From an optimization exercise on the open Yosys and OpenROAD flow, aimed at small area, a short achievable clock period and few clock cycles per item; shortcuts taken in it are not production practice.
The RTL was checked by simulation tests, not by an equivalence proof against the original design.
The flow treats the clock pin as an ideal source, which a real chip does not have.
No activity file was given, so power comes from the tool's default toggle rates.

== rev 12 ==
// mips
module mips(input wire clk,
            input wire reset,
            input wire [31:0] i_inst_rdata,
            input wire [31:0] m_data_rdata,
            output wire [31:0] i_inst_addr,
            output wire [31:0] m_data_addr,
            output wire [31:0] m_data_wdata,
            output wire [3:0] m_data_byteen,
            output wire [31:0] m_inst_addr,
            output wire w_grf_we,
            output wire [4:0] w_grf_addr,
            output wire [31:0] w_grf_wdata,
            output wire [31:0] w_inst_addr
        );
Size: roughly 270 I/O pins, about 71000 um^2 of cells after synthesis.
clock: 100.0 ns
lec_check: 0
cap_margin: 20
core_margin: 2
core_utilization: 65
cts_cluster_diameter: 70
cts_cluster_size: 22
slew_margin: 20
synth_hierarchical: 1
synth_minimum_keep_size: 0
standard.sh (not shown) runs the stock make flow with config.mk's settings and CLKGATE_MAP_FILE= SYNTH_SCRIPT=/design/flow/synth_recipe.tcl, a recipe that flattens the netlist after the stock synthesis.
==> flow/flow/run.sh <==
#!/bin/bash
# Layout flow: the standard ORFS flow (standard.sh, with its synthesis unchanged), with these
# changes to how the layout is made:
#  - the port buffers are sky130_fd_sc_hd__buf_1 instead of the delay cells that buffer_ports
#    picks by default (repair may upsize them);
#  - timing repair aims at a setup slack margin, so that it works on the paths that set the
#    achieved period (the clock period less the worst slack) instead of stopping at zero slack;
set -euo pipefail
HERE=$(pwd)
MARGIN=78.6
bash standard.sh "BUFFER_PORTS_ARGS=-buffer_cell sky130_fd_sc_hd__buf_1" \
    "SETUP_SLACK_MARGIN=$MARGIN" "POST_CTS_TCL=$HERE/flow/post_cts.tcl" finish > flow_make.log 2>&1
==> flow/flow/post_cts.tcl <==
# Area recovery after CTS: downsize cells (recover_power), then repair setup again to the
# same slack margin the flow uses, then legalize. Delay cells are kept out of both steps.
set_dont_use [get_lib_cells {*/sky130_fd_sc_hd__clkdlybuf* */sky130_fd_sc_hd__dlygate* */sky130_fd_sc_hd__dlymetal* */sky130_fd_sc_hd__dlyb*}]
log_cmd estimate_parasitics -placement
log_cmd repair_timing -recover_power 100 -verbose
log_cmd repair_timing -setup -setup_margin $::env(SETUP_SLACK_MARGIN) -repair_tns 100 -verbose
log_cmd detailed_placement
check_placement -verbose
Testbench counts of rev 12, summed over its fixed seeds: cycles 183,109, programs 64.
What rev 13 does differently from rev 12 at the input level:
--- a/flow/design.v
+++ b/flow/design.v
@@ -191,35 +191,37 @@
             mux2i_c o(.a0(nfill), .a1(r[5][i]), .s(mn[i]), .y(y[i]));
         end
     endgenerate
     assign nfill = ~(right & arith & x[31]);
 endmodule
 module E_ALU(input wire [31:0] a,
              input wire [31:0] b,
              input wire sub,             
              input wire [3:0] lt,        
              input wire slt_u,           
              output wire [31:0] sum,
              output wire [31:0] lg,
-             output wire slt);
+             output wire slt,
+             output wire zero);
     wire co;
     rca #(32) add(.a(a), .b(b ^ {32{sub}}), .ci(sub), .s(sum), .co(co));
     wire lt_s = (a[31] ^ b[31]) ? a[31] : sum[31];
     assign slt = slt_u ? ~co : lt_s;
     genvar i;
     generate
         for (i = 0; i < 32; i = i + 1) begin : lg_
             mux4_c m(.a0(lt[0]), .a1(lt[1]), .a2(lt[2]), .a3(lt[3]), .s0(b[i]), .s1(a[i]), .y(lg[i]));
         end
     endgenerate
+    assign zero = sum == 32'b0;
 endmodule
 `timescale 1ns / 1ps
 `default_nettype none
 module E_Mult_Div(input wire clk,
                   input wire reset,
                   input wire start,
                   input wire [1:0] op,        
                   input wire [31:0] a,
                   input wire [31:0] b,
                   input wire wr_hi,
                   input wire wr_lo,
                   output wire busy,       
@@ -537,36 +539,36 @@
                  ((f_mfhi | f_mflo) & md_busy) | ((f_mthi | f_mtlo) & md_pend);
     wire go = ~stall;
     E_Mult_Div md(.clk(clk), .reset(reset),
                   .start(go & f_md), .op(fn[1:0]), .a(va), .b(vb),
                   .wr_hi(go & f_mthi), .wr_lo(go & f_mtlo),
                   .busy(md_busy), .pend(md_pend), .hi(hi), .lo(lo), .hi_neg(hi_neg), .lo_neg(lo_neg));
     wire [31:0] mf_val;
     cneg #(32) mfn(.a(fn[1] ? lo : hi), .n(fn[1] ? lo_neg : hi_neg), .s(mf_val));
     wire o_lui = op == 6'b001111;
     wire logic_imm = o_alui & op[2];                     
     wire [31:0] bsrc = o_lui ? {imm, 16'b0} :
                        (o_alui | o_load | o_store) ? {{16{~logic_imm & imm[15]}}, imm} : vb;
-    wire is_sub = r_type ? fn[1] : (o_alui & op[1]);
+    wire is_sub = r_type ? fn[1] : ((o_alui & op[1]) | o_beq | o_bne);
     wire cmp_sel = (r_type & fn[3]) | (o_alui & op[2:1] == 2'b01);   
     wire log_sel = (r_type & fn[2]) | (o_alui & op[2]);               
     wire [1:0] lop = o_alui ? op[1:0] : fn[1:0];
     wire [3:0] ltab = lop == 2'b00 ? 4'b1000 :
                       lop == 2'b01 ? 4'b1110 :
                       lop == 2'b10 ? 4'b0110 :
                       o_alui ? 4'b1010 : 4'b0001;
     wire [31:0] sum, lg;
-    wire slt;
+    wire slt, zero;
     E_ALU alu(.a(va), .b(bsrc), .sub(is_sub), .lt(ltab), .slt_u(o_alui ? op[0] : fn[0]),
-              .sum(sum), .lg(lg), .slt(slt));
+              .sum(sum), .lg(lg), .slt(slt), .zero(zero));
     wire [31:0] sh_y;
     E_SHIFT shf(.x(vb), .sa(fn[2] ? va[4:0] : ir[10:6]), .right(fn[1]), .arith(fn[0]), .y(sh_y));
     wire [31:2] pc_inc;
     rinc #(30) pc_add(.a(pc), .ci(1'b1), .s(pc_inc));     
     wire [31:0] sdata = op[1] ? vb : op[0] ? {2{vb[15:0]}} : {4{vb[7:0]}};
     wire s_sh = f_shift;
     wire s_mf = f_mfhi | f_mflo;
     wire s_lk = f_jalr | o_jal;
     wire s_cmp = cmp_sel & ~s_sh & ~s_mf & ~s_lk;
     wire s_lg = log_sel & ~cmp_sel & ~s_sh & ~s_mf & ~s_lk;
     wire s_st = o_store;
     wire s_sum = ~log_sel & ~cmp_sel & ~s_sh & ~s_mf & ~s_lk & ~xe & ~o_store;
@@ -581,25 +583,24 @@
             aoi222 g1(.a(mf_val[gi]), .b(s_mf), .c(ldv[gi]), .d(s_ld), .e(sdata[gi]), .f(s_st), .y(y1));
             if (gi == 0) begin : b0
                 nand2_c g2(.a(slt), .b(s_cmp), .y(y2));
                 nand3x g3(.a(y0), .b(y1), .c(y2), .y(res[gi]));
             end else if (gi == 1) begin : b1
                 nand2_c g3(.a(y0), .b(y1), .y(res[gi]));   
             end else begin : bn
                 nand2_c g2(.a(lk[gi]), .b(s_lk), .y(y2));
                 nand3x g3(.a(y0), .b(y1), .c(y2), .y(res[gi]));
             end
         end
     endgenerate
-    wire zero = (va ^ vb) == 32'b0;
     wire cond = o_beq ? zero :
                 o_bne ? ~zero :
                 o_blez ? (va[31] | zero) :
                 o_bgtz ? ~(va[31] | zero) :
                 (va[31] ^ rt[0]);                         
     wire br = (o_beq | o_bne | o_blez | o_bgtz | o_regimm) & cond;
     wire [31:0] simm = {{16{imm[15]}}, imm};
     wire [31:2] br_tgt;
     rca #(30) br_add(.a(pc), .b(simm[29:0]), .ci(1'b0), .s(br_tgt), .co());
     wire t_jr = f_jr | f_jalr;
     wire t_j = o_j | o_jal;
     wire e_jr = go & t_jr;
Findings:
- Die area: rev 12 vs rev 13, no meaningful difference
- Compared with rev 12, in rev 13 power went up, area of the mapped netlist did not really move, multi-input combinational gate total went down.
- As far as share of the clock period used by the worst path after layout is concerned, rev 13 and rev 12 perform about the same.
- Sequential share of layout area: rev 13 lower than rev 12
- Rev 12 reports its capture point of the worst path as grf.r_[9].q[6]$_DFFE_PP_ while rev 13 reports grf.r_[13].q[1]$_DFFE_PP_.
- Any difference in fraction of power consumed by the clock network between rev 12 and rev 13 is small enough to ignore.
- Cmp rev 13 and rev 12 / minimum clock period / higher: rev 12
- In rev 13 relative to rev 12, routed wire length had gone up slightly.
- Rev 13 ended up with a222oi_1 as its worst-path cell with the longest stage delay; rev 12 ended up with nand2_1.
- When rev 13 is measured against rev 12, its final HPWL from detailed placement turns out about 2.4% higher.
- Comparing rev 13 with rev 12, the cell count came out essentially unchanged.
- Diff rev 13 and rev 12: count of clock buffers in the final design higher in rev 12
Testbench counts of rev 13, summed over its fixed seeds: cycles 183,109, programs 64.

-- what the ideal ports hide --
Ports are ideal in the flow. The routed layouts listed here were re-timed in OpenROAD.
Step 1 (the two cells are an assumption about what drives the block):
set clk [get_ports {clk}]
set_driving_cell -lib_cell sky130_fd_sc_hd__clkbuf_16 $clk
set_driving_cell -lib_cell sky130_fd_sc_hd__buf_2 [delete_from_list [all_inputs] $clk]
Step 2 also shifts input and output timing later by t, the mid clock arrival at the registers, as if the neighbouring blocks saw the same clock.
a / b / c = ideal ports / drivers / drivers and shift; a / b = the first two.
| run | shift t [ns] | setup WS [ns] | pins driven straight from the clock port |
|---|---|---|---|
| rev 12 | 0.807 | 78.451 / 78.417 / 77.610 | 1 |
| rev 13 | 0.802 | 78.535 / 78.416 / 77.614 | 1 |
After both steps setup and hold are still met in every run listed. The setup slack of rev 13, which loses most, moves by -0.119 ns with the drivers and by -0.921 ns with both steps.
